This is an optimization exercise on Yosys and OpenROAD, whose aim is small area and a short achievable clock period, not a production implementation. At most, simulation tests tie the RTL to the original design; equivalence was not proved.

JK:
==> flow/design.v <==
module arm (
    input  logic        clk, rst,
    input  logic [31:0] InstrF,
    input  logic [31:0] ReadDataM,
    output logic [31:0] WriteDataM,
    output logic [31:0] PCF, ALUOutM,
    output logic        MemWriteM
);
    logic        rst_q;
    logic [31:0] InstrD;
    logic [31:0] RD1E, RD2E;
    logic [11:0] Imm12E;
    logic [3:0]  WA3E, CondE;
    logic        BrE, MemToRegE, MemWriteE, RegWriteE, FlagWriteE, StrE;
    logic [1:0]  ALUControlE;
    logic [1:0]  FlagsE;                  
    logic        ZPendE;                  
    logic        fAM, fAW;                
    logic        fBM, fBW;                
    logic        fBMs, fBWs;              
    logic        kB;                      
    logic [3:0]  WA3M;
    logic        PCSrcM, RegWriteM, MemToRegM;
    logic [31:0] ResultW;
    logic [3:0]  WA3W;
    logic        PCSrcW, RegWriteW;
    logic [31:0] rf [0:14];
    logic [7:0] op;
    logic isBD, isMemD;                   
    assign op = InstrD[27:20];
    logic isADD, isSUB, isAND, isORR, isLDR, isSTR, isB;
    assign isADD = (op[7:6] == 2'b00) & (op[4:0] == 5'b01000);
    assign isSUB = (op[7:6] == 2'b00) & (op[4:1] == 4'b0010);
    assign isAND = (op == 8'b0000_0000);
    assign isORR = (op == 8'b0001_1000);
    assign isLDR = isMemD & InstrD[20];
    assign isSTR = isMemD & ~InstrD[20];
    assign isB   = isBD;
    logic RegWriteD, FlagWriteD, ImmD;
    logic [1:0] ALUControlD;
    assign RegWriteD   = isADD | isSUB | isAND | isORR | isLDR | isB;
    assign FlagWriteD  = isSUB & InstrD[20];
    assign ALUControlD = {isAND | isORR, isSUB | isORR};
    assign ImmD        = ((isADD | isSUB) & InstrD[25]) | isLDR | isB;
    logic [3:0] RA1D, RA2D;
    assign RA1D = isBD ? 4'd15 : InstrD[19:16];
    assign RA2D = isMemD ? InstrD[15:12] : InstrD[3:0];
    logic [31:0] ExtImmD;
    always_comb begin
        if (isLDR)           ExtImmD = {20'b0, InstrD[11:0]};
        else if (isB)        ExtImmD = {{6{InstrD[23]}}, InstrD[23:0], 2'b00};
        else                 ExtImmD = {{24{InstrD[7]}}, InstrD[7:0]};
    end
    logic ZE;
    assign ZE = ZPendE ? (ALUOutM == 32'd0) : FlagsE[0];
    logic CondExE;
    always_comb begin
        case (CondE)
            4'b1110: CondExE = 1'b1;
            4'b0000: CondExE = ZE;
            4'b0001: CondExE = ~ZE;
            4'b1010: CondExE = ~FlagsE[1];
            4'b1100: CondExE = ~FlagsE[1] & ~ZE;
            4'b1101: CondExE = FlagsE[1] | ZE;
            4'b1011: CondExE = FlagsE[1];
            default: CondExE = 1'b0;
        endcase
    end
    logic BranchTakenE, ldrStallD, StallF, FlushD, FlushE;
    assign BranchTakenE = CondExE & BrE;
    assign ldrStallD = MemToRegE & ((RA1D == WA3E) | (RA2D == WA3E));
    assign StallF    = ldrStallD | isB | BrE | PCSrcM;
    assign FlushD    = isB | BrE | PCSrcM | PCSrcW;
    assign FlushE    = ldrStallD | BranchTakenE;
    logic RegWriteMn;
    assign RegWriteMn = CondExE & RegWriteE;
    logic mEA, mMA, mEB, mMB, nAM, nAW, nBM, nBW;
    assign mEA = RegWriteE & (RA1D == WA3E);
    assign mMA = RegWriteM & (RA1D == WA3M);
    assign mEB = RegWriteE & (RA2D == WA3E);
    assign mMB = RegWriteM & (RA2D == WA3M);
    assign nAM = CondExE & mEA;
    assign nAW = ~nAM & mMA;
    assign nBM = CondExE & mEB;
    assign nBW = ~nBM & mMB;
    logic [31:0] PCPlus4F, PCPlus8F, PCNext, R15D;
    assign PCPlus4F = PCF + 32'd4;
    assign PCPlus8F = PCF + 32'd8;
    assign PCNext   = StallF ? PCF : (PCSrcW ? ResultW : PCPlus4F);
    assign R15D     = isB ? PCPlus4F : PCPlus8F;
    logic [14:0] dA, dB;
    logic [31:0] RD1D, RD2D;
    always_comb begin
        RD1D = {32{(RA1D == 4'd15) & ~mMA}} & R15D;
        RD2D = ImmD ? ExtImmD : ({32{(RA2D == 4'd15) & ~mMB}} & R15D);
        for (int i = 0; i < 15; i++) begin
            dA[i] = (RA1D == i[3:0]) & ~mMA;
            dB[i] = (RA2D == i[3:0]) & ~mMB & ~ImmD;
            RD1D = RD1D | ({32{dA[i]}} & rf[i]);
            RD2D = RD2D | ({32{dB[i]}} & rf[i]);
        end
    end
    always_ff @(posedge clk) begin
        rst_q <= rst;
        PCF   <= rst ? '0 : PCNext;
    end
    always_ff @(posedge clk) begin
        if (rst | FlushD) begin
            InstrD <= '0;
            isBD   <= 1'b0;
            isMemD <= 1'b0;
        end else if (!ldrStallD) begin
            InstrD <= InstrF;
            isBD   <= (InstrF[27:24] == 4'b1010);
            isMemD <= (InstrF[27:21] == 7'b0101_100);
        end
    end
    always_ff @(posedge clk) begin
        if (rst | FlushE) begin
            BrE        <= 1'b0;
            MemToRegE  <= 1'b0;
            MemWriteE  <= 1'b0;
            RegWriteE  <= 1'b0;
            FlagWriteE <= 1'b0;
            FlagsE     <= 2'b00;
            ZPendE     <= 1'b0;
        end else begin
            BrE        <= isB;
            MemToRegE  <= isLDR;
            MemWriteE  <= isSTR;
            RegWriteE  <= RegWriteD;
            FlagWriteE <= FlagWriteD;
            ZPendE     <= FlagWriteE;
            if (FlagWriteE) FlagsE[1] <= SumE[31];
            else            FlagsE[0] <= ZE;
        end
    end
    always_ff @(posedge clk) begin
        RD1E        <= RD1D;
        RD2E        <= RD2D;
        Imm12E      <= InstrD[11:0];
        StrE        <= isSTR;
        WA3E        <= InstrD[15:12];
        CondE       <= InstrD[31:28];
        ALUControlE <= ALUControlD;
        fAM  <= nAM; fAW  <= nAW;
        fBM  <= nBM; fBW  <= nBW;
        fBMs <= nBM & ~ImmD & ~isSTR;
        fBWs <= nBW & ~ImmD & ~isSTR;
        kB   <= ImmD | (~isSTR & ~nBM);
    end
    logic [31:0] SrcAE, WriteDataE, SrcBE, SumE, ALUResultE;
    logic SubE;
    assign SrcAE      = ({32{~fAM}} & RD1E) | ({32{fAM}} & ALUOutM) | ({32{fAW}} & ResultW);
    assign WriteDataE = ({32{~fBM}} & RD2E) | ({32{fBM}} & ALUOutM) | ({32{fBW}} & ResultW);
    assign SrcBE      = ({32{kB}} & RD2E) | ({32{fBMs}} & ALUOutM) | ({32{fBWs}} & ResultW)
                      | ({32{StrE}} & {20'b0, Imm12E});
    assign SubE = ALUControlE == 2'b01;
    logic [32:0] sum33;
    assign sum33 = {SrcAE, 1'b1} + {SrcBE ^ {32{SubE}}, SubE};
    assign SumE  = sum33[32:1];
    always_comb begin
        case (ALUControlE)
            2'b10:   ALUResultE = SrcAE & SrcBE;
            2'b11:   ALUResultE = SrcAE | SrcBE;
            default: ALUResultE = SumE;
        endcase
    end
    always_ff @(posedge clk) begin
        if (rst) begin
            PCSrcM    <= 1'b0;
            RegWriteM <= 1'b0;
            MemWriteM <= 1'b0;
        end else begin
            PCSrcM    <= BranchTakenE;
            RegWriteM <= RegWriteMn;
            MemWriteM <= CondExE & MemWriteE;
        end
    end
    always_ff @(posedge clk) begin
        MemToRegM  <= MemToRegE;
        WA3M       <= WA3E;
        ALUOutM    <= ALUResultE;
        WriteDataM <= WriteDataE;
    end
    always_ff @(posedge clk) begin
        if (rst) begin
            PCSrcW    <= 1'b0;
            RegWriteW <= 1'b0;
        end else begin
            PCSrcW    <= PCSrcM;
            RegWriteW <= RegWriteM;
        end
    end
    always_ff @(posedge clk) begin
        WA3W    <= WA3M;
        ResultW <= MemToRegM ? ReadDataM : ALUOutM;
    end
    logic [31:0] wdg;
    logic [14:0] we;
    assign wdg = ResultW & {32{~rst_q}};
    always_comb
        for (int i = 0; i < 15; i++)
            we[i] = rst_q | (RegWriteW & (WA3W == i[3:0]));
    always_ff @(posedge clk)
        for (int i = 0; i < 15; i++)
            if (we[i]) rf[i] <= wdg;
endmodule
Settings: LEC_CHECK=0, CAP_MARGIN=20, CORE_MARGIN=2, CORE_UTILIZATION=60, PLACE_DENSITY=0.72, SLEW_MARGIN=20; clock period 16.0 ns.
standard.sh (not shown) runs the stock make flow with config.mk's settings and CLKGATE_MAP_FILE= SYNTH_SCRIPT=/design/flow/synth_recipe.tcl, a recipe that flattens the netlist after the stock synthesis.
==> flow/flow/run.sh <==
#!/bin/bash
# Own flow: the standard layout (standard.sh: unchanged synthesis and
# steps). Timing repair is asked to keep a setup margin, so that the resizer
# works on the paths that set the achieved period; ports get buf_2 buffers
# instead of delay cells; clock tree synthesis adds no dummy loads and
# clusters up to 26 flip-flops per leaf buffer. The SDC and the clock period
# are the design's.
set -o pipefail
bash standard.sh SETUP_SLACK_MARGIN=11.65 \
  "BUFFER_PORTS_ARGS=-buffer_cell sky130_fd_sc_hd__buf_2" \
  "CTS_ARGS=-sink_clustering_enable -repair_clock_nets -dont_use_dummy_load -sink_clustering_size 26 -sink_clustering_max_diameter 100" \
  finish > standard.log 2>&1
Input-level comparison between MS and JK:
diff --git a/flow/design.v b/flow/design.v
--- a/flow/design.v
+++ b/flow/design.v
@@ -192,17 +192,15 @@
             RegWriteW <= RegWriteM;
         end
     end
     always_ff @(posedge clk) begin
         WA3W    <= WA3M;
-        ResultW <= MemToRegM ? ReadDataM : ALUOutM;
-    end
-    logic [31:0] wdg;
+        ResultW <= ({32{MemToRegM & ~rst}} & ReadDataM) | ({32{~MemToRegM & ~rst}} & ALUOutM);
+    end
     logic [14:0] we;
-    assign wdg = ResultW & {32{~rst_q}};
     always_comb
         for (int i = 0; i < 15; i++)
             we[i] = rst_q | (RegWriteW & (WA3W == i[3:0]));
     always_ff @(posedge clk)
         for (int i = 0; i < 15; i++)
-            if (we[i]) rf[i] <= wdg;
+            if (we[i]) rf[i] <= ResultW;
 endmodule
--- outcome ---
- Taking JK as the reference, in MS total wire length dropped 1700 um; worst-margin pin slew climbed 0.13 ns.
- Share of the synthesized area in compound gates (AO/OA/AOI/OAI) was lower in MS than in JK.
- Sort MS and JK by sum of met3 wire segment lengths after detailed routing, ascending, and MS comes first.
- Share of cells above drive strength 1 essentially unchanged between MS and JK.
- Run comparison: MS cell type of the slowest stage on the worst timing path dfxtp_2; JK cell type of the slowest stage on the worst timing path dfxtp_4
- Diff JK -> MS | number of nets in the synthesized netlist | down slightly
The RTL of MS was laid out without a check of its function.

## port drivers added, routing unchanged
How much do the figures lean on ideal ports? The routed layouts below were timed once more, with nothing changed but the port constraints. Step 1 (the two cells are an assumption about what drives the block):
set clk [get_ports {clk}]
set_driving_cell -lib_cell sky130_fd_sc_hd__clkbuf_16 $clk
set_driving_cell -lib_cell sky130_fd_sc_hd__buf_2 [delete_from_list [all_inputs] $clk]
Step 2 adds t to the input delays and takes it off the output delays; t is the mean of the earliest and latest rising clock arrival at the registers after step 1. Input paths then give back, and output paths get back, about the clock's delay inside the block. Slacks: ideal / step 1 / step 2; pairs: ideal / step 1.
run | t, ns | setup WS [ns] | worst setup path at the end | latest minus earliest clock arrival (ns)
JK | 0.643 | 11.666 / 11.603 / 11.168 | input to register | 0.068 / 0.067
MS | 0.665 | 11.663 / 11.598 / 11.279 | input to register | 0.042 / 0.042
After both steps setup and hold are still met in every run listed. For JK, which loses most, drivers alone change the setup slack by -0.063 ns; drivers and shift together by -0.498 ns.
